Context: an optimization exercise on an open-source flow, tuned for small area and a short achievable clock period. The choices shown serve that exercise and are no tape-out recipe.
Function was checked by simulation only, so behaviour that the tests miss may differ from the original.
Power and IR drop assume default switching activity.

==> design/flow/design.v <==
module CORDIC_pipelined (
    input clk,
    input logic signed[15:0] angle,
    output logic signed[15:0] sin, cos
);
logic [15:0] t_in;
logic [15:0] a_q;
assign t_in = a_q - 16'd1;
logic [14:0] u0_q;
logic d0_q;
logic [14:0] u1;
logic [14:0] u1_q;
logic [1:0] i1_q;    
logic [15:0] v0;
assign v0 = {1'b0, u0_q} - 16'd12867;
logic [14:0] f1;
assign f1 = v0[14:0] ^ {15{v0[15]}};
assign u1 = f1;
logic [6:0] lpos;
logic [5:0] q0;
logic [5:0] tg;
cordic_htab htab_i (.d(u1_q[14:7]), .q({lpos, q0, tg}));
logic [5:0] q0_q;
logic [5:0] tg_q;
logic c_q;
logic [6:0] lo_q, lp_q;
assign c_q = lo_q >= lp_q;
logic [1:0] iq_q;
logic [5:0] late;
assign late = {(q0_q[5] ^ (c_q & tg_q[5])), (q0_q[4] ^ (c_q & tg_q[4])), (q0_q[3] ^ (c_q & tg_q[3])), (q0_q[2] ^ (c_q & tg_q[2])), (q0_q[1] ^ (c_q & tg_q[1])), (q0_q[0] ^ (c_q & tg_q[0]))};
logic [7:0] x0_q, x1_q, x2_q;    
logic [31:0] rom_d;
logic [32:0] rc_q;
logic rn114, rn132, rn215, rn46, rn80, rn689, rn40, rn69, rn107, rn369, rn131, rn99, rn335, rn124, rn310, rn79, rn101, rn563, rn460, rn233, rn243, rn143, rn139, rn662, rn60, rn93, rn425, rn316, rn411, rn247, rn135, rn349, rn113, rn70, rn557, rn223, rn184, rn116, rn121, rn371, rn610, rn691, rn533, rn571, rn333, rn239, rn127, rn442, rn100, rn632, rn109, rn483, rn188, rn140, rn674, rn163, rn268, rn648, rn53, rn311, rn631, rn548, rn81, rn253, rn363, rn174, rn108, rn152, rn660, rn358, rn370, rn266, rn205, rn255, rn157, rn343, rn302, rn348, rn690, rn513, rn565, rn544, rn605, rn204, rn94, rn303, rn556, rn550, rn270, rn95, rn77, rn141, rn647, rn122, rn71, rn627, rn57, rn731, rn717, rn144, rn329, rn350, rn461, rn577, rn171, rn125, rn115, rn133, rn756, rn694, rn532, rn644, rn443, rn484, rn102, rn419, rn365, rn320, rn242, rn592, rn209, rn50, rn269, rn189, rn657, rn164, rn732, rn645, rn378, rn42, rn590, rn364, rn211, rn176, rn201, rn664, rn683, rn667, rn638, rn142, rn359, rn372, rn549, rn611, rn195, rn41, rn267, rn220, rn90, rn158, rn376, rn110, rn742, rn663, rn578, rn653, rn429, rn642, rn606, rn297, rn334, rn312, rn558, rn344, rn76, rn252, rn256, rn258, rn172, rn224, rn566, rn82, rn96, rn206, rn59, rn97, rn476, rn453, rn713, rn668, rn382, rn628, rn295, rn185, rn51, rn117, rn462, rn739, rn725, rn718, rn695, rn145, rn554, rn134, rn698, rn304, rn534, rn704, rn677, rn543, rn420, rn342, rn244, rn271, rn103, rn432, rn339, rn692, rn444, rn637, rn366, rn280, rn196, rn321, rn298, rn43, rn518, rn737, rn675, rn624, rn633, rn336, rn525, rn591, rn531, rn529, rn221, rn210, rn508, rn136, rn44, rn279, rn202, rn478, rn551, rn276, rn379, rn665, rn623, rn360, rn612, rn240, rn584, rn263, rn190, rn523, rn91, rn111, rn743, rn377, rn330, rn351, rn257, rn579, rn541, rn559, rn118, rn98, rn314, rn289, rn709, rn669, rn658, rn394, rn383, rn313, rn323, rn83, rn317, rn179, rn305, rn254, rn173, rn231, rn52, rn225, rn226, rn178, rn61, rn467, rn56, rn740, rn696, rn684, rn387, rn402, rn288, rn146, rn78, rn733, rn463, rn652, rn699, rn572, rn361, rn545, rn707, rn153, rn345, rn274, rn272, rn693, rn245, rn433, rn639, rn367, rn299, rn197, rn283, rn515, rn524, rn352, rn540, rn535, rn530, rn212, rn509, rn104, rn738, rn676, rn659, rn281, rn728, rn373, rn607, rn593, rn198, rn222, rn137, rn479, rn384, rn666, rn630, rn400, rn318, rn45, rn625, rn241, rn264, rn552, rn92, rn492, rn744, rn380, rn191, rn654, rn331, rn560, rn472, rn749, rn705, rn25, rn315, rn629, rn585, rn564, rn730, rn322, rn259, rn249, rn526, rn180, rn119, rn489, rn72, rn741, rn710, rn685, rn649, rn324, rn84, rn207, rn227, rn175, rn468, rn456, rn58, rn54, rn186, rn714, rn697, rn403, rn636, rn147, rn734, rn614, rn165, rn678, rn583, rn469, rn154, rn388, rn306, rn362, rn546, rn708, rn573, rn458, rn640, rn555, rn519, rn232, rn290, rn300, rn246, rn284, rn332, rn598, rn661, rn353, rn516, rn374, rn542, rn536, rn213, rn510, rn138, rn480, rn719, rn385, rn670, rn392, rn47, rn681, rn587, rn199, rn105, rn454, rn390, rn671, rn646, rn265, rn567, rn427, rn192, rn346, rn260, rn561, rn490, rn473, rn706, rn414, rn319, rn325, rn126, rn85, rn580, rn527, rn228, rn120, rn445, rn62, rn55, rn745, rn726, rn296, rn250, rn73, rn604, rn177, rn208, rn410, rn187, rn615, rn166, rn679, rn650, rn39, rn586, rn753, rn470, rn711, rn368, rn155, rn389, rn620, rn574, rn48, rn459, rn398, rn520, rn234, rn408, rn375, rn307, rn291, rn285, rn337, rn354, rn273, rn621, rn599, rn547, rn159, rn720, rn406, rn248, rn634, rn537, rn481, rn455, rn386, rn396, rn200, rn106, rn148, rn588, rn347, rn514, rn501, rn715, rn415, rn128, rn568, rn229, rn485, rn446, rn63, rn434, rn428, rn301, rn282, rn123, rn86, rn754, rn735, rn261, rn562, rn491, rn326, rn167, rn686, rn608, rn181, rn214, rn412, rn193, rn700, rn528, rn727, rn24, rn395, rn680, rn651, rn616, rn712, rn500, rn596, rn471, rn391, rn156, rn477, rn450, rn464, rn399, rn641, rn575, rn49, rn409, rn381, rn292, rn672, rn521, rn401, rn393, rn338, rn355, rn203, rn112, rn622, rn251, rn286, rn635, rn275, rn435, rn407, rn397, rn626, rn553, rn160, rn421, rn517, rn505, rn235, rn457, rn424, rn497, rn486, rn439, rn64, rn589, rn600, rn581, rn569, rn493, rn416, rn327, rn129, rn168, rn609, rn182, rn701, rn538, rn506, rn447, rn430, rn423, rn755, rn746, rn413, rn417, rn216, rn729, rn617, rn723, rn502, rn404, rn597, rn474, rn74, rn23, rn308, rn482, rn451, rn465, rn262, rn87, rn356, rn422, rn293, rn287, rn426, rn22, rn340, rn277, rn643, rn161, rn511, rn26, rn236, rn673, rn576, rn436, rn19, rn21, rn716, rn721, rn65, rn594, rn570, rn522, rn494, rn418, rn130, rn438, rn498, rn487, rn440, rn747, rn38, rn169, rn613, rn183, rn217, rn682, rn10, rn507, rn736, rn405, rn655, rn448, rn618, rn503, rn601, rn309, rn466, rn341, rn75, rn431, rn722, rn278, rn294, rn582, rn724, rn539, rn18, rn237, rn149, rn17, rn441, rn66, rn595, rn495, rn162, rn37, rn512, rn499, rn488, rn750, rn748, rn35, rn602, rn230, rn194, rn687, rn656, rn619, rn20, rn449, rn328, rn67, rn357, rn475, rn437, rn150, rn88, rn170, rn504, rn496, rn28, rn751, rn603, rn12, rn238, rn218, rn702, rn688, rn33, rn452, rn68, rn13, rn36, rn16, rn27, rn151, rn89, rn752, rn219, rn14, rn11, rn703, rn15, rn30, rn31, rn32, rn29, rn34;
assign rn132 = ~x2_q[2];
assign rn69 = ~(x2_q[2] | x2_q[1]);
assign rn131 = ~(x2_q[1] & x2_q[0]);
assign rn99 = ~(x2_q[1] | x2_q[0]);
assign rn124 = ~(x2_q[2] & x2_q[1]);
assign rn101 = x2_q[3] | ~x2_q[2];
assign rn460 = x2_q[2] | ~x2_q[1];
assign rn143 = x2_q[2] & ~x2_q[1];
assign rn139 = x2_q[0] & ~x2_q[2];
assign rn662 = x2_q[1] | ~x2_q[0];
assign rn60 = x2_q[0] & ~x2_q[1];
assign rn93 = x2_q[1] & ~x2_q[0];
assign rn425 = x2_q[0] | ~x2_q[2];
assign rn135 = x2_q[2] | x2_q[1];
assign rn70 = x2_q[0] | x2_q[3];
assign rn223 = x2_q[1] & x2_q[0];
assign rn116 = x2_q[0] & x2_q[3];
assign rn109 = x2_q[2] & ~rn131;
assign rn266 = x2_q[3] & ~rn460;
assign rn343 = x2_q[2] & ~rn662;
assign rn513 = rn132 & ~rn60;
assign rn303 = rn60 | rn93;
assign rn141 = rn132 & ~rn223;
assign rn647 = rn425 | x2_q[1];
assign rn644 = x2_q[3] ? rn132 : rn135;
assign rn114 = ~rc_q[4];
assign rn215 = ~rc_q[6];
assign rn46 = ~rc_q[5];
assign rn80 = ~rc_q[3];
assign rn689 = ~rc_q[0];
assign rn40 = ~rc_q[7];
assign rn107 = ~(rc_q[4] | rc_q[3]);
assign rn369 = ~(rc_q[2] | rc_q[3]);
assign rn335 = ~(rc_q[4] & rc_q[5]);
assign rn310 = ~(rc_q[0] | rc_q[3]);
assign rn79 = ~(rc_q[2] | rc_q[0]);
assign rn563 = rc_q[1] & ~rc_q[3];
assign rn233 = rc_q[4] & ~rc_q[5];
assign rn243 = rc_q[3] & ~rc_q[1];
assign rn316 = rc_q[4] | ~rc_q[3];
assign rn411 = rc_q[0] & ~rc_q[5];
assign rn247 = rc_q[4] | rc_q[5];
assign rn349 = rc_q[2] & rc_q[3];
assign rn113 = rc_q[2] & rc_q[0];
assign rn557 = ~rc_q[8];
assign rn184 = ~rn79;
assign rn121 = rc_q[1] | rc_q[3];
assign rn371 = ~rn563;
assign rn610 = ~rn243;
assign rn691 = ~rc_q[27];
assign rn533 = ~rn233;
assign rn571 = ~rc_q[22];
assign rn333 = rc_q[1] ? rc_q[2] : rc_q[0];
assign rn239 = ~rn349;
assign rn127 = ~rn247;
assign rn442 = ~(rn369 & rc_q[14]);
assign rn100 = ~(rc_q[8] & rc_q[4]);
assign rn632 = ~(rn107 & rc_q[13]);
assign rn483 = rn689 & ~rc_q[26];
assign rn188 = ~(rc_q[19] & rn80);
assign rn140 = ~(rc_q[27] & rn80);
assign rn674 = rn80 & ~rc_q[12];
assign rn163 = rc_q[3] & ~rc_q[8];
assign rn268 = ~(rc_q[13] & rn80);
assign rn648 = rc_q[9] & ~rc_q[8];
assign rn53 = rn114 & ~rn310;
assign rn311 = rc_q[4] & ~rn310;
assign rn631 = rc_q[12] | rn114;
assign rn548 = ~(rc_q[18] | rn247);
assign rn81 = rn79 | rn80;
assign rn253 = ~rn442;
assign rn363 = rn369 | rc_q[4];
assign rn174 = rn369 | rn114;
assign rn108 = rn107 | rc_q[5];
assign rn152 = ~(rc_q[27] | rn121);
assign rn660 = rc_q[12] | rn46;
assign rn358 = rn114 & ~rn563;
assign rn370 = rn369 | ~rn233;
assign rn205 = rc_q[22] | ~rc_q[13];
assign rn255 = rc_q[3] & ~rc_q[24];
assign rn157 = rc_q[24] & ~rc_q[23];
assign rn302 = rc_q[19] & ~rc_q[27];
assign rn348 = rn310 & ~rc_q[22];
assign rn690 = rc_q[18] & ~rn310;
assign rn565 = rn114 & ~rn243;
assign rn544 = rc_q[25] | rn114;
assign rn605 = rc_q[27] | rn80;
assign rn204 = rc_q[3] & ~rn113;
assign rn94 = rc_q[23] | rc_q[3];
assign rn556 = rc_q[16] & ~rn310;
assign rn550 = rn113 | ~rc_q[1];
assign rn270 = rn243 | rn114;
assign rn95 = rc_q[25] | rc_q[9];
assign rn77 = ~rn674;
assign rn122 = rn121 & ~rc_q[5];
assign rn71 = rc_q[12] & ~rc_q[32];
assign rn627 = rn349 & ~rc_q[8];
assign rn57 = rn80 & ~rc_q[16];
assign rn731 = rc_q[28] | ~rn233;
assign rn717 = rc_q[2] & ~rc_q[10];
assign rn144 = rc_q[22] & ~rc_q[28];
assign rn329 = rn349 | rc_q[4];
assign rn350 = rn243 | rn349;
assign rn461 = rn316 | rc_q[10];
assign rn577 = rn247 | rn80;
assign rn171 = rc_q[28] | rn114;
assign rn125 = rc_q[32] | rc_q[26];
assign rn115 = rn113 | rn114;
assign rn133 = rc_q[9] ? rc_q[0] : rc_q[14];
assign rn756 = rc_q[26] ? rc_q[0] : rn310;
assign rn694 = rc_q[28] & rc_q[26];
assign rn532 = rn333 & ~rn80;
assign rn443 = rn114 & ~rn442;
assign rn484 = ~(rn483 | rn316);
assign rn102 = rc_q[18] & ~rn100;
assign rn419 = rn127 & ~rn442;
assign rn365 = ~(rn268 & rn114);
assign rn320 = ~(rn205 & rn691);
assign rn242 = rc_q[16] & ~rn188;
assign rn592 = rn127 & ~rn140;
assign rn209 = rn674 & ~rn333;
assign rn50 = rn239 & ~rn163;
assign rn269 = rc_q[0] & ~rn268;
assign rn189 = rn188 | ~rc_q[26];
assign rn657 = rn571 & ~rn188;
assign rn164 = rn163 & ~rc_q[15];
assign rn732 = rn127 & ~rc_q[15];
assign rn645 = rc_q[18] & ~rn631;
assign rn378 = rn371 & ~rn631;
assign rn42 = rc_q[15] | rc_q[3];
assign rn590 = rn81 & ~rn533;
assign rn364 = rn363 & ~rc_q[5];
assign rn211 = ~(rn95 & rc_q[3]);
assign rn176 = rc_q[14] & ~rn81;
assign rn201 = rc_q[15] | rc_q[4];
assign rn664 = ~(rn157 & rn204);
assign rn683 = rn121 & ~rn174;
assign rn667 = rn268 | rc_q[10];
assign rn638 = ~(rn363 | rn627);
assign rn142 = ~(rn140 & rc_q[11]);
assign rn359 = rn358 & ~rc_q[9];
assign rn372 = rn371 & ~rn370;
assign rn549 = rn548 | rc_q[6];
assign rn611 = rn610 & ~rn370;
assign rn195 = rc_q[9] & ~rn157;
assign rn41 = rn205 & ~rc_q[32];
assign rn267 = rc_q[21] & ~rc_q[0];
assign rn220 = rn163 & ~rn205;
assign rn90 = rc_q[3] & ~rn205;
assign rn158 = rn80 & ~rn157;
assign rn376 = rn46 & ~rc_q[21];
assign rn110 = rn108 | rc_q[15];
assign rn742 = rn302 & ~rc_q[3];
assign rn663 = rn46 & ~rn157;
assign rn578 = ~(rn550 | rn577);
assign rn653 = ~(rn577 | rc_q[15]);
assign rn429 = ~(rn577 | rc_q[13]);
assign rn642 = ~(rn329 & rc_q[5]);
assign rn606 = rn544 | ~rn605;
assign rn297 = rn114 & ~rn204;
assign rn334 = rn94 & ~rn333;
assign rn312 = rc_q[29] | rn483;
assign rn558 = rn557 & ~rn556;
assign rn344 = rc_q[29] | rn114;
assign rn76 = rc_q[2] & ~rc_q[31];
assign rn252 = rc_q[21] | rc_q[4];
assign rn256 = rn255 | rn114;
assign rn258 = rn690 | rn205;
assign rn172 = rc_q[30] | rc_q[29];
assign rn224 = rn205 | rc_q[10];
assign rn566 = rn565 | rc_q[5];
assign rn82 = rn648 | ~rc_q[20];
assign rn96 = rn95 & ~rn94;
assign rn206 = rn204 & ~rn205;
assign rn59 = rn690 | rn483;
assign rn97 = rc_q[4] & ~rn627;
assign rn476 = rc_q[13] & ~rn94;
assign rn453 = rn348 | rc_q[4];
assign rn713 = rn557 & ~rn605;
assign rn668 = rc_q[21] | rn114;
assign rn382 = rc_q[3] & ~rc_q[11];
assign rn628 = rn114 & ~rn627;
assign rn295 = rn80 & ~rc_q[11];
assign rn185 = rn184 & ~rn94;
assign rn51 = rc_q[15] | rc_q[11];
assign rn117 = rn71 | rc_q[28];
assign rn462 = rc_q[13] & ~rn461;
assign rn739 = rn605 | rc_q[23];
assign rn725 = rc_q[31] | rc_q[3];
assign rn718 = rn717 | rn363;
assign rn695 = rn694 | ~rn53;
assign rn145 = rn144 | rn114;
assign rn554 = rn255 | rn329;
assign rn134 = rn133 | rn80;
assign rn698 = rn411 & rn329;
assign rn304 = rn80 ? rc_q[31] : rn302;
assign rn534 = rn532 | rn533;
assign rn704 = rn80 ? rc_q[11] : rn157;
assign rn677 = rc_q[3] ? rn95 : rn550;
assign rn543 = rc_q[17] & ~rc_q[21];
assign rn420 = ~(rn419 & rc_q[7]);
assign rn342 = ~(rn50 & rn188);
assign rn244 = ~(rn242 | rn243);
assign rn271 = ~(rn270 | rn269);
assign rn103 = rc_q[5] & ~rn102;
assign rn432 = rn102 & ~rn46;
assign rn339 = rn215 & ~rn419;
assign rn692 = ~(rn320 & rc_q[4]);
assign rn444 = rn443 | rc_q[5];
assign rn637 = ~(rn42 & rc_q[4]);
assign rn366 = rn365 | rn40;
assign rn280 = rc_q[3] & ~rn320;
assign rn196 = ~(rn195 | rc_q[25]);
assign rn321 = rn107 & ~rn320;
assign rn298 = ~(rn195 | rn188);
assign rn43 = ~(rn41 | rn42);
assign rn518 = rc_q[4] & ~rn657;
assign rn737 = rc_q[4] & ~rn50;
assign rn675 = rn610 & ~rn209;
assign rn624 = rc_q[5] & ~rn645;
assign rn633 = rn632 & ~rn378;
assign rn336 = ~(rn334 | rn335);
assign rn525 = rn242 | rc_q[4];
assign rn591 = rn590 & ~rn209;
assign rn531 = ~(rn82 & rn80);
assign rn529 = rc_q[16] & ~rn211;
assign rn221 = ~(rn220 | rn96);
assign rn210 = rn209 | rn114;
assign rn508 = rn50 & ~rn201;
assign rn136 = rc_q[16] & ~rn42;
assign rn44 = rn201 & ~rn107;
assign rn279 = ~(rn269 | rn256);
assign rn202 = rn201 & ~rn108;
assign rn478 = rn42 | rc_q[8];
assign rn551 = rn364 & rn550;
assign rn276 = rc_q[6] & ~rn653;
assign rn379 = rn378 | rc_q[7];
assign rn665 = rn664 & rn358;
assign rn623 = rn359 | rn215;
assign rn360 = rn359 | rn46;
assign rn612 = rn611 | rc_q[7];
assign rn240 = rn195 | rc_q[25];
assign rn584 = rn41 | rn114;
assign rn263 = rn220 | rc_q[4];
assign rn190 = rn90 | rn114;
assign rn523 = rn220 | rn114;
assign rn91 = rn90 | rc_q[4];
assign rn111 = rn110 | rn102;
assign rn743 = rn742 | rn694;
assign rn377 = rn365 | rn376;
assign rn330 = rn329 & ~rn297;
assign rn351 = rn350 & ~rn312;
assign rn257 = rn184 & ~rn256;
assign rn579 = rn578 | rn215;
assign rn541 = rc_q[32] & ~rn224;
assign rn559 = rn211 & ~rn558;
assign rn118 = rn82 & ~rn80;
assign rn98 = rn96 | ~rn97;
assign rn314 = rn172 & ~rn80;
assign rn289 = rn258 & ~rn114;
assign rn709 = rn97 & ~rn302;
assign rn669 = rn667 & ~rn668;
assign rn658 = rn657 | ~rn97;
assign rn394 = rc_q[5] & ~rn628;
assign rn383 = rn127 & ~rn382;
assign rn313 = rn311 & ~rn312;
assign rn323 = rn125 & ~rn256;
assign rn83 = rn82 & ~rn81;
assign rn317 = rn312 | rn316;
assign rn179 = rn312 | rc_q[4];
assign rn305 = rn76 | rn195;
assign rn254 = rn252 | rn253;
assign rn173 = rn171 | rn172;
assign rn231 = rn312 | rn77;
assign rn52 = rn50 | ~rn51;
assign rn225 = rn224 & rn107;
assign rn226 = rn51 & ~rn316;
assign rn178 = rn172 | rc_q[3];
assign rn61 = rn59 | rc_q[25];
assign rn467 = rn97 & rn121;
assign rn56 = rn713 | rn114;
assign rn740 = rn739 & ~rn657;
assign rn696 = rn258 & ~rn695;
assign rn684 = rc_q[3] & ~rn51;
assign rn387 = rn382 | rc_q[5];
assign rn402 = rn46 & ~rn51;
assign rn288 = rn71 | rn252;
assign rn146 = rn142 & ~rn145;
assign rn78 = rn76 | rn77;
assign rn733 = rn732 & ~rn725;
assign rn463 = rn462 | rc_q[5];
assign rn652 = rn533 | rn51;
assign rn699 = rn698 | rn429;
assign rn572 = rn571 & ~rn304;
assign rn361 = rc_q[4] & ~rn543;
assign rn545 = rn543 & ~rn544;
assign rn707 = rc_q[3] ? rn689 : rn172;
assign rn153 = ~(rn280 | rn255);
assign rn345 = rn342 & ~rn344;
assign rn274 = rn233 & ~rn244;
assign rn272 = rn271 & ~rn267;
assign rn693 = rn59 & ~rn692;
assign rn245 = rn244 & ~rc_q[10];
assign rn433 = rn432 | rc_q[6];
assign rn639 = rn637 & ~rn638;
assign rn367 = rn364 & ~rn366;
assign rn299 = rn125 & ~rn298;
assign rn197 = rc_q[3] & ~rn196;
assign rn283 = rn196 | rc_q[3];
assign rn515 = ~(rn263 | rn483);
assign rn524 = ~(rn523 | rn298);
assign rn352 = ~(rn351 | rn348);
assign rn540 = rn525 & ~rn358;
assign rn535 = rn531 & ~rn534;
assign rn530 = rn127 & ~rn529;
assign rn212 = rn211 & ~rn210;
assign rn509 = rn508 & ~rn444;
assign rn104 = ~(rn103 & rn98);
assign rn738 = rn737 | rc_q[5];
assign rn676 = rn675 | rc_q[4];
assign rn659 = ~(rn658 & rn252);
assign rn281 = rn279 & ~rn280;
assign rn728 = rn518 & ~rn529;
assign rn373 = rn633 | rn46;
assign rn607 = rn478 & ~rn606;
assign rn593 = rn592 | rn591;
assign rn198 = ~(rn231 & rc_q[4]);
assign rn222 = rn221 | rn114;
assign rn137 = rn136 | rc_q[4];
assign rn479 = rn267 | rn44;
assign rn384 = rc_q[21] & ~rn379;
assign rn666 = rc_q[5] & ~rn665;
assign rn630 = ~(rn247 & rn387);
assign rn400 = rn624 & rc_q[17];
assign rn318 = ~(rn317 & rn46);
assign rn45 = rn43 | rn44;
assign rn625 = rn624 & ~rn623;
assign rn241 = rn239 & ~rn240;
assign rn264 = rn189 & ~rn263;
assign rn552 = rn551 | rn549;
assign rn92 = rn91 | ~rn59;
assign rn492 = rn111 & ~rn370;
assign rn744 = rn743 & ~rn335;
assign rn380 = rn377 & ~rn379;
assign rn191 = rn189 & ~rn190;
assign rn654 = ~(rn276 & rn652);
assign rn331 = rc_q[5] & ~rn330;
assign rn560 = rc_q[4] & ~rn559;
assign rn472 = rn233 & ~rn118;
assign rn749 = rn518 & ~rn314;
assign rn705 = rn289 & ~rn704;
assign rn25 = rn383 & ~rc_q[6];
assign rn315 = rn313 & ~rn314;
assign rn629 = rc_q[6] & ~rn394;
assign rn585 = rn584 | rn558;
assign rn564 = rn190 | rn563;
assign rn730 = rn240 | rc_q[3];
assign rn322 = rn317 & ~rn321;
assign rn259 = rn257 & rn258;
assign rn249 = rn46 & ~rn173;
assign rn526 = rn52 & ~rn525;
assign rn180 = rn178 & ~rn179;
assign rn119 = rn117 | rn118;
assign rn489 = rn61 & ~rn91;
assign rn72 = rn118 | rn114;
assign rn741 = rn114 & ~rn740;
assign rn710 = rn709 | rn46;
assign rn685 = rn683 & ~rn684;
assign rn649 = rn118 | rn363;
assign rn324 = rn323 | rn46;
assign rn84 = rn78 & ~rn83;
assign rn207 = rn461 & rn179;
assign rn227 = rn225 | rn226;
assign rn175 = rn173 & rn174;
assign rn468 = rn467 | rn46;
assign rn456 = rn226 | rn46;
assign rn58 = rn56 | rn57;
assign rn54 = rn52 & rn53;
assign rn186 = rn226 | rn201;
assign rn714 = rn56 | rn80;
assign rn697 = rn696 | rn46;
assign rn403 = rn402 | rc_q[6];
assign rn636 = rn253 | rn387;
assign rn147 = rn146 | rn46;
assign rn734 = rn733 | rc_q[6];
assign rn614 = rc_q[4] ? rn304 : rn351;
assign rn165 = rn361 | ~rn637;
assign rn678 = rn544 & ~rn361;
assign rn583 = ~(rn153 & rn42);
assign rn469 = rn80 ? rn550 : rn305;
assign rn154 = ~(rn153 | rn113);
assign rn388 = rn387 ? rn127 : rc_q[4];
assign rn306 = rn305 ^ rn80;
assign rn362 = rn360 | rn361;
assign rn546 = rn545 | rn46;
assign rn708 = rn707 | rc_q[4];
assign rn573 = rn153 & ~rn572;
assign rn458 = rn153 & ~rn756;
assign rn640 = rc_q[5] & ~rn639;
assign rn555 = rn299 & ~rn554;
assign rn519 = rn518 & ~rn197;
assign rn232 = rn231 & ~rn197;
assign rn290 = rn289 & ~rn197;
assign rn300 = rn299 & rn297;
assign rn246 = ~(rn245 | rn241);
assign rn284 = rn283 & ~rn270;
assign rn332 = ~(rn331 & rn283);
assign rn598 = rn233 & ~rn352;
assign rn661 = rn659 & ~rn660;
assign rn353 = rn352 & ~rn107;
assign rn516 = rn515 | rn46;
assign rn374 = rn373 & ~rn372;
assign rn542 = rn541 | rn540;
assign rn536 = rn535 | rn215;
assign rn213 = rn212 | rn46;
assign rn510 = rn509 | rc_q[6];
assign rn138 = rn134 & ~rn137;
assign rn480 = rn478 & ~rn479;
assign rn719 = rn664 & ~rn198;
assign rn385 = rn384 & ~rn247;
assign rn670 = rn666 & ~rn669;
assign rn392 = rc_q[3] & ~rn373;
assign rn47 = rn46 & ~rn45;
assign rn681 = rn90 & rn676;
assign rn587 = rn241 & ~rn525;
assign rn199 = rn197 | rn198;
assign rn105 = rn92 & ~rn104;
assign rn454 = ~(rn58 | rn41);
assign rn390 = rn630 | rn394;
assign rn671 = rn666 | rn329;
assign rn646 = rn400 | rc_q[6];
assign rn265 = rn264 | rn46;
assign rn567 = rn564 & ~rn566;
assign rn427 = rn730 & ~rn731;
assign rn192 = rn191 | rn46;
assign rn346 = rn322 & ~rn345;
assign rn260 = rn254 & ~rn259;
assign rn561 = rn560 | rn46;
assign rn490 = rn98 & ~rn489;
assign rn473 = rn472 | rc_q[6];
assign rn706 = rn705 | rc_q[5];
assign rn414 = rn46 & ~rn685;
assign rn319 = rn318 | rn315;
assign rn325 = rn322 & ~rn324;
assign rn126 = rn125 & ~rn119;
assign rn85 = rc_q[4] & ~rn84;
assign rn580 = rn579 | rn249;
assign rn527 = rn526 | rn46;
assign rn228 = rn222 & ~rn227;
assign rn120 = rn119 | rn115;
assign rn445 = rn72 | rn57;
assign rn62 = rn61 & ~rn58;
assign rn55 = rc_q[5] & ~rn54;
assign rn745 = rn744 | rn741;
assign rn726 = rn725 & ~rn186;
assign rn296 = rn72 | rn295;
assign rn250 = rn249 | rc_q[6];
assign rn73 = rn71 | rn72;
assign rn604 = ~(rn583 & rn114);
assign rn177 = rn176 | rn175;
assign rn208 = rn206 | rn207;
assign rn410 = rn697 | rn693;
assign rn187 = rn185 | rn186;
assign rn615 = rn46 & ~rn614;
assign rn166 = rn165 & ~rn164;
assign rn679 = rn677 & ~rn678;
assign rn650 = rn165 & ~rn349;
assign rn39 = rn629 ^ rc_q[7];
assign rn586 = rn583 & ~rn585;
assign rn753 = rn114 & ~rn469;
assign rn470 = rn469 & ~rn257;
assign rn711 = rn708 & ~rn710;
assign rn368 = rn362 & ~rn367;
assign rn155 = rn154 | rn114;
assign rn389 = rn388 | rc_q[6];
assign rn620 = rn362 | rn215;
assign rn574 = rn127 & ~rn573;
assign rn48 = rn233 & ~rn458;
assign rn459 = rn458 | rn114;
assign rn398 = rn636 & ~rn640;
assign rn520 = rn364 & ~rn519;
assign rn234 = rn233 & ~rn232;
assign rn408 = ~(rn670 | rn663);
assign rn375 = ~(rn374 & rc_q[7]);
assign rn307 = rc_q[4] ? rn304 : rn306;
assign rn291 = rn288 & ~rn290;
assign rn285 = rn202 & ~rn284;
assign rn337 = rn332 & ~rn336;
assign rn354 = rn46 & ~rn353;
assign rn273 = ~(rn272 | rn265);
assign rn621 = rn374 & ~rn549;
assign rn599 = rn598 | rn40;
assign rn547 = rn542 & ~rn546;
assign rn159 = rn138 & ~rn158;
assign rn720 = rn718 & ~rn719;
assign rn406 = rn661 | rn630;
assign rn248 = rn246 | rn247;
assign rn634 = rn215 & ~rn392;
assign rn537 = rn536 | rn530;
assign rn481 = rn480 | rn46;
assign rn455 = rn453 & ~rn454;
assign rn386 = rn385 | rn215;
assign rn396 = rn642 | rn392;
assign rn200 = rn199 | ~rn140;
assign rn106 = rc_q[6] & ~rn105;
assign rn148 = rn147 | rn138;
assign rn588 = rn587 | rn46;
assign rn347 = rc_q[5] & ~rn346;
assign rn514 = rn199 | rc_q[30];
assign rn501 = rn105 | rc_q[6];
assign rn715 = rn706 & ~rn714;
assign rn415 = rn414 & ~rn384;
assign rn128 = rn127 & ~rn126;
assign rn568 = rn567 | rn215;
assign rn229 = rc_q[5] & ~rn228;
assign rn485 = rn120 & ~rn484;
assign rn446 = rn445 & ~rn444;
assign rn63 = rn62 | ~rn55;
assign rn434 = rn738 & ~rn745;
assign rn428 = rn427 | rn215;
assign rn301 = rn296 & ~rn300;
assign rn282 = rn281 | rn265;
assign rn123 = rn120 | ~rn122;
assign rn86 = rn55 & ~rn85;
assign rn754 = rn445 & ~rc_q[5];
assign rn735 = rn734 | rn427;
assign rn261 = rn260 | rn46;
assign rn562 = rn561 | rn555;
assign rn491 = rn490 | rn46;
assign rn326 = rn325 | rn215;
assign rn167 = ~(rn166 | rn108);
assign rn686 = rn414 | rc_q[6];
assign rn608 = rn604 & ~rn607;
assign rn181 = rn177 & ~rn180;
assign rn214 = rn208 & ~rn213;
assign rn412 = rn410 & ~rn411;
assign rn193 = rn187 & ~rn192;
assign rn700 = rn410 & ~rn699;
assign rn528 = rn527 | rn524;
assign rn727 = rn726 | rn46;
assign rn24 = rn215 ? rn383 : rn385;
assign rn395 = ~(rn389 | rn394);
assign rn680 = rn676 & ~rn679;
assign rn651 = rn649 & ~rn650;
assign rn616 = rn615 | rn40;
assign rn712 = rn706 & ~rn711;
assign rn500 = rn444 | rn166;
assign rn596 = rn207 | rn753;
assign rn471 = rn470 | rn468;
assign rn391 = rn390 & ~rn389;
assign rn156 = rn155 | rn152;
assign rn477 = rn155 | rn476;
assign rn450 = rn48 | ~rn276;
assign rn464 = rn459 & ~rn463;
assign rn399 = rn215 & ~rn398;
assign rn641 = rn247 & ~rn398;
assign rn575 = rn574 | rc_q[6];
assign rn49 = rn47 | rn48;
assign rn409 = rn215 & ~rn408;
assign rn381 = rn375 & ~rn380;
assign rn292 = rc_q[5] & ~rn291;
assign rn672 = rn671 & ~rn408;
assign rn521 = rn520 | rc_q[6];
assign rn401 = ~(rn386 | rn400);
assign rn393 = ~(rn386 | rn392);
assign rn338 = rn307 | rc_q[5];
assign rn355 = rc_q[6] & ~rn354;
assign rn203 = ~(rn202 & rn200);
assign rn112 = ~(rn111 & rn106);
assign rn622 = rn620 & ~rn621;
assign rn251 = rn248 & ~rn250;
assign rn286 = rn285 | rn215;
assign rn635 = rn390 & ~rn634;
assign rn275 = rn274 | rn273;
assign rn435 = ~(rn433 | rn434);
assign rn407 = rn406 & ~rn386;
assign rn397 = rn396 & ~rn386;
assign rn626 = rn625 | rn621;
assign rn553 = rn552 | rn547;
assign rn160 = rn159 | rn46;
assign rn421 = rn720 | rn46;
assign rn517 = rn514 & ~rn516;
assign rn505 = ~(rn181 | rn108);
assign rn235 = ~(rn234 | rn214);
assign rn457 = rn456 | rn455;
assign rn424 = ~(rn749 | rn727);
assign rn497 = rn122 & ~rn485;
assign rn486 = rn376 & ~rn485;
assign rn439 = rn339 & ~rn434;
assign rn64 = rn63 & ~rc_q[6];
assign rn589 = rn588 | rn586;
assign rn600 = rn599 | rn347;
assign rn581 = rn261 & ~rn580;
assign rn569 = rn562 & ~rn568;
assign rn493 = rn491 & ~rn492;
assign rn416 = rn415 | rn215;
assign rn327 = rn319 & ~rn326;
assign rn129 = rn128 | rc_q[6];
assign rn168 = rn106 & ~rn167;
assign rn609 = rc_q[5] & ~rn608;
assign rn182 = rn46 & ~rn181;
assign rn701 = rc_q[6] & ~rn700;
assign rn538 = rn528 & ~rn537;
assign rn506 = rn229 | rn215;
assign rn447 = rn446 | rc_q[6];
assign rn430 = rn428 | rn429;
assign rn423 = ~(rn715 | rn712);
assign rn755 = rn754 | rn215;
assign rn746 = rn434 | rn215;
assign rn413 = rn412 | rc_q[6];
assign rn417 = rc_q[5] & ~rn680;
assign rn216 = rn214 | rn215;
assign rn729 = rn728 | rn727;
assign rn617 = rn337 & ~rn616;
assign rn723 = rn339 & ~rn712;
assign rn502 = rn500 & ~rn501;
assign rn404 = rn651 | rn46;
assign rn597 = rn46 & ~rn596;
assign rn474 = rn471 & ~rn473;
assign rn74 = rn467 | ~rn596;
assign rn23 = rn391 | ~rn386;
assign rn308 = rc_q[5] ? rn301 : rn307;
assign rn482 = rn477 & ~rn481;
assign rn451 = rn63 & ~rn450;
assign rn465 = rn464 | rn215;
assign rn262 = ~(rn261 & rn251);
assign rn87 = rn86 | rn49;
assign rn356 = rn355 & ~rn347;
assign rn422 = ~(rn420 & rn421);
assign rn293 = rn251 & ~rn292;
assign rn287 = rn282 & ~rn286;
assign rn426 = ~(rn424 & rc_q[19]);
assign rn22 = rn395 | rn393;
assign rn340 = rn338 & rn339;
assign rn277 = rn276 & ~rn275;
assign rn643 = rc_q[6] ? rn641 : rn396;
assign rn161 = rn156 & ~rn160;
assign rn511 = rn235 & ~rn510;
assign rn26 = rn215 ? rn368 : rn381;
assign rn236 = rn235 & ~rn215;
assign rn673 = rn215 ? rn406 : rn672;
assign rn576 = rn575 | rn275;
assign rn436 = rn435 | rc_q[7];
assign rn19 = rn409 | rn407;
assign rn21 = rn399 | rn397;
assign rn716 = ~(rn423 & rn339);
assign rn721 = rn421 | rn215;
assign rn65 = rn64 & ~rn49;
assign rn594 = rn589 & ~rn593;
assign rn570 = rn553 & ~rn569;
assign rn522 = rn521 | rn517;
assign rn494 = rn215 & ~rn493;
assign rn418 = ~(rn416 | rn417);
assign rn130 = rn129 | ~rn123;
assign rn438 = rn428 | rn424;
assign rn498 = rn497 | rn215;
assign rn487 = rn486 | rn215;
assign rn440 = rn439 | rn40;
assign rn747 = rn746 & ~rc_q[7];
assign rn38 = rn635 ^ rc_q[7];
assign rn169 = rn168 | rn40;
assign rn613 = rn612 | rn609;
assign rn183 = rn182 | rc_q[6];
assign rn217 = rn203 & ~rn216;
assign rn682 = rn417 & ~rn681;
assign rn10 = rc_q[7] ? rn622 : rn626;
assign rn507 = rn506 | rn505;
assign rn736 = rn729 & ~rn735;
assign rn405 = rn404 & ~rn403;
assign rn655 = rn404 & ~rn654;
assign rn448 = rn74 & ~rn46;
assign rn618 = rn617 | rn215;
assign rn503 = rn502 | rn40;
assign rn601 = rn600 | rn597;
assign rn309 = rn308 | rc_q[6];
assign rn466 = rn457 & ~rn465;
assign rn341 = ~(rn340 & rn337);
assign rn75 = rc_q[5] ? rn74 : rn73;
assign rn431 = rn426 & ~rn430;
assign rn722 = ~(rn721 & rn716);
assign rn278 = rn262 & ~rn277;
assign rn294 = rn293 | rn287;
assign rn582 = rn576 & ~rn581;
assign rn724 = rn721 & ~rn723;
assign rn539 = rn522 & ~rn538;
assign rn18 = rn413 & ~rn418;
assign rn237 = rn236 | rn40;
assign rn149 = rn148 & ~rn130;
assign rn17 = rn386 ? rn422 : rn423;
assign rn441 = rn438 & ~rn440;
assign rn66 = rn65 | rn40;
assign rn595 = rn594 | rc_q[7];
assign rn495 = rn494 | rc_q[7];
assign rn162 = rn161 | rn130;
assign rn37 = rn643 ^ rn40;
assign rn512 = rn507 & ~rn511;
assign rn499 = rn498 | rn161;
assign rn488 = rn487 | rn482;
assign rn750 = rn736 & ~rn424;
assign rn748 = rn747 & ~rn736;
assign rn35 = rn673 ^ rn40;
assign rn602 = ~(rn601 & rn215);
assign rn230 = rn229 | rn183;
assign rn194 = rn193 | rn183;
assign rn687 = rn686 | rn682;
assign rn656 = rn646 & ~rn655;
assign rn619 = rn613 & ~rn618;
assign rn20 = rn405 | rn401;
assign rn449 = rn447 | rn448;
assign rn328 = rn309 & ~rn327;
assign rn67 = rn755 | rn448;
assign rn357 = rn341 & ~rn356;
assign rn475 = rn474 | rn466;
assign rn437 = rn436 | rn431;
assign rn150 = rn112 & ~rn149;
assign rn88 = rc_q[6] ? rn75 : rn87;
assign rn170 = rn162 & ~rn169;
assign rn504 = rn499 & ~rn503;
assign rn496 = rn488 & ~rn495;
assign rn28 = rc_q[7] ? rn278 : rn294;
assign rn751 = rn746 & ~rn750;
assign rn603 = rn595 & ~rn602;
assign rn12 = rn40 ? rn570 : rn582;
assign rn238 = rn230 & ~rn237;
assign rn218 = rn194 & ~rn217;
assign rn702 = rn687 & ~rn701;
assign rn688 = rn417 & ~rn687;
assign rn33 = rc_q[7] ? rn722 : rn724;
assign rn452 = rn449 & ~rn451;
assign rn68 = rn67 & ~rn66;
assign rn13 = rc_q[7] ? rn512 : rn539;
assign rn36 = rn656 ^ rc_q[7];
assign rn16 = rn437 & ~rn441;
assign rn27 = rn40 ? rn328 : rn357;
assign rn151 = rn40 & ~rn150;
assign rn89 = rn40 & ~rn88;
assign rn752 = rc_q[7] & ~rn751;
assign rn219 = rn40 & ~rn218;
assign rn14 = rn504 | rn496;
assign rn11 = rn619 | rn603;
assign rn703 = rn702 ^ rn40;
assign rn15 = rc_q[7] ? rn452 : rn475;
assign rn30 = rn170 | rn151;
assign rn31 = rn89 | rn68;
assign rn32 = rn752 | rn748;
assign rn29 = rn238 | rn219;
assign rn34 = rn703 | rn688;
assign rom_d = {rn40, rn40, rn39, rn38, rn37, rn36, rn35, rn34, rn33, rn32, rn31, rn30, rn29, rn28, rn27, rn26, rn25, rn24, rn23, rn22, rn21, rn20, rn19, rn18, rn17, rn16, rn15, rn14, rn13, rn12, rn11, rn10};
always_ff @(posedge clk) begin
    a_q <= angle;
    u0_q <= t_in[14:0] ^ {15{t_in[15]}};
    d0_q <= ~t_in[15];
    u1_q <= u1;
    i1_q <= {d0_q, v0[15]};
    q0_q <= q0;
    tg_q <= tg;
    lo_q <= u1_q[6:0];
    lp_q <= lpos;
    iq_q <= i1_q;
    x0_q <= {iq_q, late};
    x1_q <= x0_q;
    x2_q <= x1_q;
    rc_q[0] <= x2_q[0];
    rc_q[1] <= x2_q[1];
    rc_q[2] <= x2_q[2];
    rc_q[3] <= x2_q[3];
    rc_q[4] <= x2_q[4];
    rc_q[5] <= x2_q[5];
    rc_q[6] <= x2_q[6];
    rc_q[7] <= x2_q[7];
    rc_q[8] <= rn99;
    rc_q[9] <= rn132;
    rc_q[10] <= rn223;
    rc_q[11] <= rn141;
    rc_q[12] <= rn69;
    rc_q[13] <= rn460;
    rc_q[14] <= rn131;
    rc_q[15] <= rn109;
    rc_q[16] <= rn135;
    rc_q[17] <= rn644;
    rc_q[18] <= rn101;
    rc_q[19] <= rn425;
    rc_q[20] <= rn647;
    rc_q[21] <= rn266;
    rc_q[22] <= rn143;
    rc_q[23] <= rn93;
    rc_q[24] <= rn662;
    rc_q[25] <= rn60;
    rc_q[26] <= rn124;
    rc_q[27] <= rn139;
    rc_q[28] <= rn116;
    rc_q[29] <= rn343;
    rc_q[30] <= rn513;
    rc_q[31] <= rn303;
    rc_q[32] <= rn70;
    {sin, cos} <= rom_d;
end
endmodule
module cordic_htab(d, q);
  input [7:0] d;
  wire [7:0] d;
  output [18:0] q;
  wire [18:0] q;
  wire _0_;
  wire _10_;
  wire _11_;
  wire _12_;
  wire _13_;
  wire _14_;
  wire _15_;
  wire _16_;
  wire _17_;
  wire _18_;
  wire _19_;
  wire _1_;
  wire _20_;
  wire _21_;
  wire _22_;
  wire _23_;
  wire _24_;
  wire _25_;
  wire _26_;
  wire _27_;
  wire _28_;
  wire _29_;
  wire _2_;
  wire _30_;
  wire _31_;
  wire _32_;
  wire _33_;
  wire _34_;
  wire _35_;
  wire _36_;
  wire _37_;
  wire _38_;
  wire _39_;
  wire _3_;
  wire _40_;
  wire _41_;
  wire _42_;
  wire _43_;
  wire _44_;
  wire _45_;
  wire _46_;
  wire _47_;
  wire _48_;
  wire _49_;
  wire _4_;
  wire _50_;
  wire _51_;
  wire _52_;
  wire _53_;
  wire _54_;
  wire _55_;
  wire _56_;
  wire _57_;
  wire _58_;
  wire _59_;
  wire _5_;
  wire _60_;
  wire _61_;
  wire _62_;
  wire _63_;
  wire _64_;
  wire _65_;
  wire _66_;
  wire _67_;
  wire _68_;
  wire _69_;
  wire _6_;
  wire _70_;
  wire _71_;
  wire _72_;
  wire _73_;
  wire _74_;
  wire _7_;
  wire _8_;
  wire _9_;
  assign _23_ = ~d[5];
  assign _22_ = ~_47_;
  assign q[0] = _25_ | _28_;
  assign _21_ = _30_ & ~(_23_);
  assign q[11] = _34_ & ~(_21_);
  assign _20_ = q[11] & _29_;
  assign _19_ = _20_ | _24_;
  assign _18_ = d[6] & d[5];
  assign _17_ = _18_ & ~(_47_);
  assign _16_ = _17_ | d[7];
  assign _15_ = d[1] & ~(_16_);
  assign q[6] = _15_ ^ _19_;
  assign q[1] = q[0] & ~(q[6]);
  assign _14_ = ~(_42_ | _46_);
  assign _13_ = ~(_14_ & q[1]);
  assign q[4] = _22_ & ~(_13_);
  assign q[5] = q[4] & ~(_23_);
  assign q[18] = _24_ & ~(q[5]);
  assign _12_ = _21_ | _37_;
  assign q[16] = q[18] & ~(_12_);
  assign _11_ = d[2] & ~(d[1]);
  assign _10_ = ~(_11_ | _47_);
  assign _9_ = _28_ & ~(_10_);
  assign _8_ = _9_ | ~(_13_);
  assign _7_ = _47_ & ~(_23_);
  assign _6_ = _8_ & ~(_7_);
  assign q[15] = _37_ ? d[5] : _6_;
  assign _5_ = d[3] & ~(_41_);
  assign _4_ = _5_ | d[4];
  assign _3_ = ~(_5_ | _40_);
  assign _2_ = _11_ & ~(_47_);
  assign _1_ = ~(_2_ | _3_);
  assign _0_ = ~(_1_ | d[1]);
  assign _74_ = _22_ & ~(_0_);
  assign _73_ = _4_ & ~(_74_);
  assign _72_ = _28_ & ~(_73_);
  assign _71_ = ~(_34_ | _42_);
  assign _70_ = ~(_71_ | _29_);
  assign _69_ = ~(_70_ & _1_);
  assign _68_ = d[4] & ~(_40_);
  assign _67_ = _68_ | _38_;
  assign _66_ = _69_ & ~(_67_);
  assign q[14] = _66_ | _72_;
  assign _65_ = _70_ ^ _1_;
  assign q[13] = q[0] & ~(_65_);
  assign _64_ = _23_ & ~(_47_);
  assign _63_ = _14_ & ~(_64_);
  assign q[12] = q[1] & ~(_63_);
  assign _62_ = ~(d[6] & d[1]);
  assign _61_ = _62_ & ~(d[2]);
  assign _60_ = _61_ | _16_;
  assign _59_ = _60_ | ~(_13_);
  assign _58_ = _22_ & ~(_59_);
  assign _57_ = _58_ | _23_;
  assign _56_ = _64_ & ~(_59_);
  assign _55_ = _56_ | d[7];
  assign q[10] = _57_ & ~(_55_);
  assign _54_ = _59_ | ~(d[3]);
  assign _53_ = d[4] | d[7];
  assign _52_ = _54_ & ~(_53_);
  assign q[9] = _52_ | _58_;
  assign _51_ = ~(d[3] | d[7]);
  assign q[8] = _59_ ? _51_ : d[3];
  assign _50_ = q[1] & ~(_14_);
  assign _49_ = _42_ & ~(q[11]);
  assign _48_ = ~(_49_ | _59_);
  assign q[7] = _48_ | _50_;
  assign q[3] = d[3] & ~(_13_);
  assign q[2] = ~_13_;
  assign _47_ = ~(d[3] & d[4]);
  assign _46_ = ~(d[2] | d[1]);
  assign _45_ = _46_ | _47_;
  assign _44_ = d[0] | d[7];
  assign _43_ = d[6] & ~(_44_);
  assign _42_ = d[2] & d[1];
  assign _41_ = d[5] & ~(_42_);
  assign _40_ = _41_ & ~(d[3]);
  assign _39_ = _40_ & ~(d[4]);
  assign _38_ = _39_ | ~(_43_);
  assign _37_ = _45_ & ~(_38_);
  assign _36_ = _37_ & ~(d[5]);
  assign _35_ = ~(d[0] | d[5]);
  assign _34_ = ~(d[6] | d[7]);
  assign _33_ = d[0] ^ d[5];
  assign _32_ = ~(d[2] | d[0]);
  assign _31_ = _32_ | _45_;
  assign _30_ = d[2] & ~(_47_);
  assign _29_ = _33_ ? _31_ : _30_;
  assign _28_ = _34_ & ~(_29_);
  assign _27_ = _28_ & ~(_35_);
  assign q[17] = _27_ | _36_;
  assign _26_ = d[5] & ~(_45_);
  assign _25_ = _43_ & ~(_26_);
  assign _24_ = _25_ | _27_;
endmodule
module cordic_top (
    input  logic clk,
    input  logic signed[15:0] angle,
    output logic signed[15:0] sin, cos
);
    CORDIC_pipelined dut_basic(
        .clk(clk),
        .angle(angle),
        .sin(sin),
        .cos(cos)
    );
endmodule
==> design/flow/run.sh <==
#!/bin/bash
# synth_recipe.tcl (not shown) runs the flow's synth.tcl, then flattens the netlist and writes it again
# the make line also repeats each setting of config.mk as NAME=value (left out here)
make -C /OpenROAD-flow-scripts/flow DESIGN_CONFIG=/design/flow/config.mk WORK_HOME=/design/flow/orfs CLKGATE_MAP_FILE= SYNTH_SCRIPT=/design/flow/synth_recipe.tcl finish
==> design/flow/config.mk <==
export PLATFORM = sky130hd
export DESIGN_NAME = cordic_top
export DESIGN_NICKNAME = cordic_top
export VERILOG_FILES = /design/flow/design.v
export SDC_FILE = /design/flow/constraint.sdc
export NUM_CORES = 4
export LEC_CHECK = 0
export ABC_AREA = 1
export CAP_MARGIN = 20
export CORE_MARGIN = 2
export CORE_UTILIZATION = 45
export CTS_BUF_LIST = sky130_fd_sc_hd__clkbuf_8
export SETUP_SLACK_MARGIN = 1.3
export SLEW_MARGIN = 20
==> design/flow/constraint.sdc <==
create_clock -name core_clock -period 3.3 [get_ports {clk}]
set_input_delay 0.6600 -clock core_clock [delete_from_list [all_inputs] [get_ports {clk}]]
set_output_delay 0.6600 -clock core_clock [all_outputs]
set_load 0.01 [all_outputs]
==> results of run 1 <==
[per-stage QoR]
stage | hold slack [ns] | setup slack [ns] | instance area, um^2 | util, %
global route | 0.3350 | 1.234 | 9260 | 53.91
finish | 0.3309 | 1.327 | 9260 | 53.91
CTS | 0.3326 | 1.252 | 8937 | 52.03
floorplan | 0.3096 | 1.469 | 7844 | -
global placement | 0.3095 | 1.000 | 8496 | 49.46
detailed placement | 0.3121 | 1.101 | 8496 | 49.46
[worst max-delay path, cell delays in order (launching register included)]
cell and delay, ns:
dfxtp_4 0.43, buf_12 0.18, nor2_2 0.07, inv_2 0.11
nand2_1 0.12, nand2_2 0.12, nand4_1 0.26, o21ai_1 0.17
nand2_1 0.09, nand3_1 0.09, o21ai_0 0.08, o21ai_0 0.19
[layer usage]
metal	vias up	global-route usage, %	part of all wire [%]
met5	-	0	0.030
met4	2	22.16	8.5
met3	144	7.905	9.1
met2	426	47.01	45
met1	3445	34.76	37
li1	3533	-	-
[worst max-delay path by stage]
stage	end	start	slack (ns)
floorplan	dut_basic.lp_q[4]$_DFF_P_	dut_basic.u1_q[12]$_DFF_P_	1.47
global placement	dut_basic.sin[11]$_DFF_P_	dut_basic.rc_q[3]$_DFF_P_	1.00
detailed placement	dut_basic.lp_q[4]$_DFF_P_	dut_basic.u1_q[12]$_DFF_P_	1.10
CTS	dut_basic.cos[5]$_DFF_P_	dut_basic.rc_q[5]$_DFF_P_	1.25
global route	dut_basic.cos[5]$_DFF_P_	dut_basic.rc_q[3]$_DFF_P_	1.23
finish	dut_basic.cos[2]$_DFF_P_	dut_basic.rc_q[3]$_DFF_P_	1.33
[state kept, by name, indices dropped and copies added (netlist names)]
register        flops
dut_basic.lo_q      7
dut_basic.iq_q      2
dut_basic.i1_q      2
dut_basic.q0_q      6
dut_basic.lp_q      7
dut_basic.a_q      16
dut_basic.x1_q      8
dut_basic.d0_q      1
dut_basic.u1_q     15
dut_basic.x0_q      8
dut_basic.x2_q      8
dut_basic.sin      15
dut_basic.cos      16
dut_basic.rc_q     33
dut_basic.tg_q      6
dut_basic.u0_q     15
[placed cells by master, fill, tap and decap left out, types with 7 or more instances in the layout]
cell / netlist / routed
buf_4: 2 / 19
o21ai_1: 6 / 13
dlygate4sd2_1: 0 / 22
xor2_2: 7 / 7
nor2_1: 87 / 78
o211ai_1: 21 / 21
inv_1: 114 / 111
nand3_1: 65 / 62
a31oi_1: 13 / 12
nand2_1: 249 / 238
dfxtp_2: 0 / 7
clkbuf_8: 0 / 19
nand4_1: 10 / 10
clkdlybuf4s50_1: 0 / 16
o21ai_0: 87 / 77
nor2_2: 7 / 13
dlymetal6s2s_1: 0 / 10
nor3_1: 20 / 18
xnor2_1: 12 / 12
nand2_2: 5 / 15
dfxtp_1: 165 / 154
ha_1: 20 / 20
a21oi_1: 39 / 37
xor2_1: 42 / 42
[final cells by class]
cell class                      instances  area, um^2  area share (%)
Clock buffer                           19       261.5           2.824
Clock inverter                         13       158.9           1.716
Timing Repair Buffer                   73       728.2           7.864
Tap cell                              225       281.5           3.040
Inverter                              117       450.4           4.864
Multi-Input combinational cell        730        4053           43.76
Sequential cell                       165        3327           35.93
[logic make-up (layout without fill, tap and decap cells)]
group	after synthesis	count (layout)	share of synthesized area (%)
simple gates	454	454	24.69
compound gates	195	195	14.50
flops	165	165	42.11
buf+inv	154	222	8.024
xor+xnor	61	61	7.481
fa+ha+maj	20	20	3.190
[power breakdown]
| group | internal, mW | switching (mW) |
|---|---|---|
| Sequential | 2.74 | 0.604 |
| Clock | 0.740 | 0.809 |
| Combinational | 1.86 | 3.95 |
[timing repair]
| action | CTS | global route |
|---|---|---|
| endpoints found under the setup margin | 50 | 54 |
| pin swaps | 0 | 7 |
| resized for setup | 44 | 64 |
| buffers inserted | 0 | 15 |
| cloned | 0 | 1 |
==> impl_results.md, run 1 <==
- Outcome: complete, no violations
- CTS root buffer: clkbuf_8
- Asr flop ratio synth: 0%
- Gr usage total: 29.83%
- Die ar.: 18,500 um^2
- R2R Path End: dut_basic.cos[2]$_DFF_P_
- Vias in the first global route: 7,151
- Worst-margin pin slew: 0.7834 ns
- CTS tree: built
- Worst Hold Depth: 0
- Pleak: 4.425 nW
- Num CTS Buffers: 17
- Initial DRC Count: 809
- Max-Cap Viols: 0
- Synth area leaders: dfxtp_1 42%, nand2_1 12%, o21ai_0 5.6%, inv_1 5.5%, xor2_1 4.7%
- Tcrit/Tclk final: 59.79%
- Clock skew: 0.02157 ns
- Die X: 136.0 um
- First-pass GRT wire length: 40,650 um
- Layout Nets: 1,141
- Reg clk slew, reported paths: 0.10 ns
- Layout cells sized above 1: 11.82%
- Syn_nets: 1,086
- 1st-pass router iterations: 10
- Seq cells post-synth: 165
- Top cell type's share of synthesized area: 42.11%
- Final setup fails: 0
- Crit Path Max Fanout: 16
- Most common cell in the netlist: nand2_1
- R2r setup slk: 1.33 ns
- Remaining antenna violation count: 0
- Maximum clock rate: 506.8 MHz
- Clk sinks: 165
- PortBufs: 48
- # diodes: 0
- CTS H-tree depth: 4
- Worst reg-to-reg path cell count: 11
- Max Buffers Root-to-Sink: 2
- P per Cell Area: 1157 nW/um^2
- Synth Cell Area: 7844 um^2
- IO Pins: 49
- Seq/Total Area, Yosys: 42.11%
- Initial antenna violation count: 1
- Distinct cells, synth: 50
- GPL Wtd Cong: 1.098
- Worst R2R Start: dut_basic.rc_q[3]$_DFF_P_
- Hold Crit Class: flop to flop
- Unrepaired setup endpoints after global routing: true
- Final HPWL DP: 19,670 um
- Die Y: 136.0 um
- DRC errors left: 0
- CP Capture Type: flop
- Fin cells: 1,342
- Largest net degree at the start of global routing: 45
- CP required: 3.69 ns
- Slew HR: 47.22%
- Synth-to-layout area growth: 18.06%
- WP data arrival: 2.36 ns
- CTS Hold Bufs: 0
- Hold Path End: dut_basic.x2_q[7]$_DFF_P_
- Wire length per cell: 19.98 um
- Critical path startpoint category: flop
- Primary FF master, synth: dfxtp_1
- Final wirelength: 26,810 um
- Core Rows: 48
- Placed cells: 1,294
- Final min period: 1.973 ns
- Setup TNS: 0 ns
- Vias: 7,550
- Grt ovf: 0
- Synth Instances: 1,049
- EDFF count, synth: 0
- Worst Setup Path Type: flop to flop
- Slew Viols, Final: 0
- Worst VDD drop: 0.4812 mV
- Syn Area/Cell: 7.477 um^2
- Number of vias per cell: 5.626
- Core footprint: 17,180 um^2
- Yosys warning count: 1
- Tot Pwr: 10.71 mW
- Hold Vio Cnt, Final: 0
- Starting Density: 45.67%
- Yosys top cell by area: dfxtp_1
- List of most frequent post-synthesis cells: 249 x nand2_1, 165 x dfxtp_1, 114 x inv_1
- Worst-Skew Late Latency: 0.47 ns
- Hold_sp: dut_basic.x1_q[7]$_DFF_P_
- Fill count: 1,762
==> run 2, diff against run 1 <==
--- a/design/flow/config.mk
+++ b/design/flow/config.mk
@@ -10,5 +10,5 @@
 export CORE_MARGIN = 2
 export CORE_UTILIZATION = 45
 export CTS_BUF_LIST = sky130_fd_sc_hd__clkbuf_8
-export SETUP_SLACK_MARGIN = 1.3
+export SETUP_SLACK_MARGIN = 1.5
 export SLEW_MARGIN = 20
==> impl_results.md, run 2 <==
- Outcome: complete, no violations
- Primary FF master, synth: dfxtp_1
- Clock power frac: 12.5%
- P per Cell Area: 1161 nW/um^2
- Vias in the first global route: 7,307
- R2r setup slk: 1.43 ns
- Worst-margin pin slew: 0.5952 ns
- Reg clk slew, reported paths: 0.11 ns
- Logic gate share of total power: 58.1%
- Worst-Skew Late Latency: 0.47 ns
- Final HPWL DP: 20,610 um
- Unrepaired setup endpoints after global routing: true
- Tcrit/Tclk final: 56.53%
- Synth-to-layout area growth: 27.15%
- 1st-pass router iterations: 6
- List of most frequent post-synthesis cells: 249 x nand2_1, 165 x dfxtp_1, 114 x inv_1
- Die ar.: 18,500 um^2
- Clock skew: 0.02562 ns
- Max reg flops: 33
- Seq/Total Area, Yosys: 42.11%
- Distinct cells, synth: 50
- Most common cell in the netlist: nand2_1
- Final wirelength: 29,770 um
- CTS root buffer: clkbuf_8
- # diodes: 0
- Gr usage total: 31.55%
- PortBufs: 48
- Final min period: 1.865 ns
- Starting Density: 45.67%
- Initial DRC Count: 737
- Layout cells sized above 1: 22.19%
- Yosys top cell by area: dfxtp_1
- Setup TNS: 0 ns
- CP cell instances: inv_1 > nand2_2 > nand2_4 > nand2_1 > nand2_1 > o21ai_1 > o21ai_0 > nand3_1 > o21ai_0
- Largest net degree at the start of global routing: 39
- CP required: 3.66 ns
- CP Capture Type: flop
- Remaining antenna violation count: 0
- Layout Nets: 1,173
- Busiest grt layer: met2
- Synth area leaders: dfxtp_1 42%, nand2_1 12%, o21ai_0 5.6%, inv_1 5.5%, xor2_1 4.7%
- Seq pwr share: 29.4%
- Wire length per cell: 21.66 um
- First-pass GRT wire length: 42,840 um
- Slew HR: 60.26%
- Synth Instances: 1,049
- Final setup fails: 0
- Worst path slowest cell: dfxtp_1
- Core footprint: 17,180 um^2
- Maximum clock rate: 536.1 MHz
- Number of vias per cell: 5.705
- Fin cells: 1,374
- Slew Viols, Final: 0
- Grt ovf: 0
- Crit Path Max Fanout: 5
- Pleak: 4.602 nW
- M2 GR Usage: 52.60%
- EDFF count, synth: 0
- CTS Hold Bufs: 0
- Worst VDD drop: 0.5609 mV
- DRC errors left: 0
- CTS tree: built
- Hold Crit Class: flop to flop
- Yosys warning count: 1
- Fill count: 1,604
- Die Y: 136.0 um
- WP data arrival: 2.22 ns
- Most common cell after layout, fill and taps aside: nand2_1
- Seq cells post-synth: 165
- IO Pins: 49
- Placed cells: 1,295
- Synth Cell Area: 7844 um^2
- Sw frac: 51.02%
- Max-Cap Viols: 0
- Core Rows: 48
- Internal: 5.670 mW
- Top cell type's share of synthesized area: 42.11%
- Clk sinks: 165
- Asr flop ratio synth: 0%
- Max incr delay on CP: 0.36 ns
- Hold Vio Cnt, Final: 0
- Met3 GRT Util: 6.227%
- CTS H-tree depth: 4
- Syn Area/Cell: 7.477 um^2
- Critical path startpoint category: flop
- Max Buffers Root-to-Sink: 2
- Switching pwr: 5.907 mW
- Num CTS Buffers: 17
- GPL Wtd Cong: 1.071
- Initial antenna violation count: 0
- Syn_nets: 1,086
- Worst Setup Path Type: flop to flop
- Biggest register: dut_basic.rc_q
- Commonest cells after routing, fill and taps aside: 214 x nand2_1, 143 x dfxtp_1, 97 x inv_1
- Die X: 136.0 um
- Routing usage on met1: 36.43%
- Vias: 7,838
==> run 2: cell counts after synthesis <==
No cell type changed its count.
==> run 2: cells by family after synthesis <==
family | Yosys count | share of synthesized area, %
xor+xnor | 61 | 7.481
fa+ha+maj | 20 | 3.190
buf+inv | 154 | 8.024
compound gates | 195 | 14.50
flops | 165 | 42.11
simple gates | 454 | 24.69
==> run 2: final timing paths <==
path,start,to,cells past startpoint
hold / removal,dut_basic.x2_q[7]$_DFF_P_,dut_basic.rc_q[7]$_DFF_P_,0
setup reg to reg,dut_basic.rc_q[23]$_DFF_P_,dut_basic.cos[2]$_DFF_P_,9
setup / recovery,dut_basic.rc_q[23]$_DFF_P_,dut_basic.cos[2]$_DFF_P_,9
hold reg to reg,dut_basic.x2_q[7]$_DFF_P_,dut_basic.rc_q[7]$_DFF_P_,0
==> run 2: critical path: cells and delay by family, from the launching register on <==
kind / cells / cell delay [ns]
and+or+nand+nor: 5 / 0.87
AOI/OAI and AO/OA: 3 / 0.46
DFF: 1 / 0.36
buffers and inverters: 1 / 0.07
==> run 2: power by group through the flow <==
stage          registers, mW  logic (mW)  clock network (mW)
2_1_floorplan           3.13        3.38                   0
3_3_place_gp            3.32        5.50                   0
3_5_place_dp            3.32        5.33                   0
4_1_cts                 3.32        5.72                1.48
5_1_grt                 3.46        7.19                1.56
6_report                3.40        6.73                1.45
==> run 2: timing repair <==
action                                  4_1_cts  5_1_grt
gates resized for setup                     115      141
setup buffers                                18       24
pin swaps                                    15       36
endpoints found under the setup margin       98       70
cloned                                        2        3
==> run 2: final cells by class <==
class | count | area (um^2) | share of cell area (%)
clock inverter | 13 | 130.1 | 1.305
tap | 225 | 281.5 | 2.823
timing repair buffer | 104 | 1021 | 10.24
clock buffer | 19 | 261.5 | 2.622
inverter | 117 | 464.2 | 4.654
sequential | 165 | 3351 | 33.60
multi-input combinational | 731 | 4464 | 44.76
==> run 2: per-layer routing <==
metal	up-vias	part of all wire, %
li1	3598	-
met1	3664	37
met2	452	48
met3	124	8.2
met4	0	6.8
met5	-	0
==> run 2: metrics by stage <==
step	setup WS [ns]	utilization [%]	area (um^2)	total power, mW	hold WS [ns]
final	1.435	58.06	9973	11.58	0.3318
after floorplan	1.509	-	7853	6.511	0.3096
after CTS	1.462	54.12	9296	10.52	0.3335
after detailed placement	1.031	49.50	8503	8.648	0.3121
after global routing	1.350	58.06	9973	12.21	0.3397
after global placement	0.9323	49.50	8503	8.815	0.3100
==> run 3, diff against run 2 <==
--- a/design/flow/config.mk
+++ b/design/flow/config.mk
@@ -9,6 +9,5 @@
 export CAP_MARGIN = 20
 export CORE_MARGIN = 2
 export CORE_UTILIZATION = 45
-export CTS_BUF_LIST = sky130_fd_sc_hd__clkbuf_8
-export SETUP_SLACK_MARGIN = 1.5
+export SETUP_SLACK_MARGIN = 1.2
 export SLEW_MARGIN = 20
==> impl_results.md, run 3 <==
- Synth-to-layout area growth: 17.95%
- Yosys top cell by area: dfxtp_1
- Hold_ws: 0.3231 ns
- Largest net degree at the start of global routing: 45
- Most common cell in the netlist: nand2_1
- Gr usage total: 29.48%
- Worst slack at placement: 1.101 ns
- Hold Vio Cnt, Final: 0
- Syn_nets: 1,086
- Biggest register: dut_basic.rc_q
- Outcome: complete, no violations
- Wire length per cell: 19.80 um
- Final setup fails: 0
- Grt ovf: 0
- CTS H-tree depth: 4
- Commonest cells after routing, fill and taps aside: 245 x nand2_1, 157 x dfxtp_1, 113 x inv_1
- Synth Cell Area: 7844 um^2
- Primary FF master, synth: dfxtp_1
- Placed cells: 1,294
- CTS root buffer: clkbuf_16
- Clock skew: 0.01387 ns
- Worst path slowest cell: dfxtp_2
- Vias in the first global route: 7,055
- Synth Instances: 1,049
- GPL Wtd Cong: 1.098
- Top cell type's share of synthesized area: 42.11%
- Number of vias per cell: 5.634
- Layout cells sized above 1: 8.696%
- Critical path startpoint category: flop
- Yosys warning count: 1
- Core Rows: 48
- Clk sinks: 165
- First-pass GRT wire length: 40,370 um
- Maximum clock rate: 486.0 MHz
- Num CTS Buffers: 17
- Worst Setup Path Type: flop to flop
- Final min period: 2.058 ns
- Max-Cap Viols: 0
- Worst path most repeated cell: nand3_1
- Layout Nets: 1,128
- Fin cells: 1,329
- WP data arrival: 2.38 ns
- Met3 WL: 2109 um
- Initial DRC Count: 940
- Max Buffers Root-to-Sink: 2
- Final HPWL DP: 19,670 um
- Unrepaired setup endpoints after global routing: true
- Starting Density: 45.67%
- Die X: 136.0 um
- Fill count: 1,728
- Tcrit/Tclk final: 62.35%
- Pleak: 4.300 nW
- DRC errors left: 0
- EDFF count, synth: 0
- Slew Viols, Final: 0
- Max layer used: met4
- Initial antenna violation count: 0
- List of most frequent post-synthesis cells: 249 x nand2_1, 165 x dfxtp_1, 114 x inv_1
- PortBufs: 48
- Slew HR: 58.85%
- Die Y: 136.0 um
- IO Pins: 49
- Synth area leaders: dfxtp_1 42%, nand2_1 12%, o21ai_0 5.6%, inv_1 5.5%, xor2_1 4.7%
- Final wirelength: 26,310 um
- R2r setup slk: 1.24 ns
- CP required: 3.62 ns
- P per Cell Area: 1194 nW/um^2
- Worst-Skew Late Latency: 0.44 ns
- Most common cell after layout, fill and taps aside: nand2_1
- Setup TNS: 0 ns
- Remaining antenna violation count: 0
==> run 3: logic make-up after synthesis <==
group / share of synthesized area (%)
and+or+nand+nor: 24.69
AOI/OAI and AO/OA: 14.50
DFF: 42.11
buffers and inverters: 8.024
xor gates and xnor gates: 7.481
adders and majority gates: 3.190
==> run 3: power by group <==
| group | leakage (nW) | switching [mW] | internal (mW) |
|---|---|---|---|
| registers | 1.39 | 0.594 | 2.74 |
| logic | 2.62 | 3.84 | 1.82 |
| clock network | 0.296 | 0.875 | 1.19 |
| total | 4.30 | 5.31 | 5.74 |
==> run 3: area by class of cell <==
type	instances	area, um^2	share of cell area (%)
clock inverter	12	155.1	1.677
inverter	117	441.7	4.774
timing repair buffer	60	616.8	6.668
sequential	165	3316	35.84
clock buffer	20	456.7	4.936
tap	225	281.5	3.043
multi-input combinational	730	3984	43.06
==> run 3: routing by layer <==
metal	GRT usage (%)	vias to the layer above
met1	35.22	3394
met4	20.14	0
met2	47.68	430
met5	0	-
li1	-	3513
met3	5.928	150
==> run 3: final timing paths <==
kind / endpoint / start / depth (start not counted)
worst min register to register: dut_basic.x2_q[7]$_DFF_P_ / dut_basic.x1_q[7]$_DFF_P_ / 0
worst max register to register: dut_basic.cos[1]$_DFF_P_ / dut_basic.rc_q[3]$_DFF_P_ / 8
worst max-delay path: dut_basic.cos[1]$_DFF_P_ / dut_basic.rc_q[3]$_DFF_P_ / 8
worst min-delay path: dut_basic.x2_q[7]$_DFF_P_ / dut_basic.x1_q[7]$_DFF_P_ / 0
==> run 3: timing repair <==
action / 4_1_cts / 5_1_grt
setup endpoints to repair: 14 / 32
hold buffers: 0 / 0
buffers inserted: 0 / 2
gates cloned: 0 / 1
gates resized for setup: 6 / 37
==> run 3: critical path, delay by kind of cell, from the launching register on <==
kind,cells,cell delay (ns)
buffers and inverters,2,0.22
and+or+nand+nor,3,0.55
DFF,1,0.45
AOI/OAI and AO/OA,3,0.74
==> run 3: stage by stage <==
stage | total power, mW | area (um^2) | utilization, %
floorplan | 6.503 | 7844 | -
global placement | 8.712 | 8496 | 49.46
detailed placement | 8.563 | 8496 | 49.46
CTS | 10.66 | 9115 | 53.07
global route | 11.71 | 9251 | 53.86
finish | 11.05 | 9251 | 53.86

==> separate check: timing with driven ports <==
The results above use ideal ports. As a check the final layouts listed here were re-extracted and re-timed, cells and wires unchanged. Step 1 assumes that a clkbuf_16 drives the clock port and a buf_2 every other input. Step 2 times the ports against the registers' clock, not the clock port: input delays grow and output delays shrink by t, the midpoint of the rising clock arrivals with the driver on. Slacks: no drivers / after step 1 / after step 2; pairs: no drivers / after step 1.
| run | t (ns) | setup slack, ns |
|---|---|---|
| run 1 | 0.498 | 1.327 / 1.327 / 1.327 |
| run 2 | 0.500 | 1.435 / 1.435 / 1.435 |
| run 3 | 0.476 | 1.242 / 1.226 / 1.242 |
After both steps every run listed still meets setup and hold.
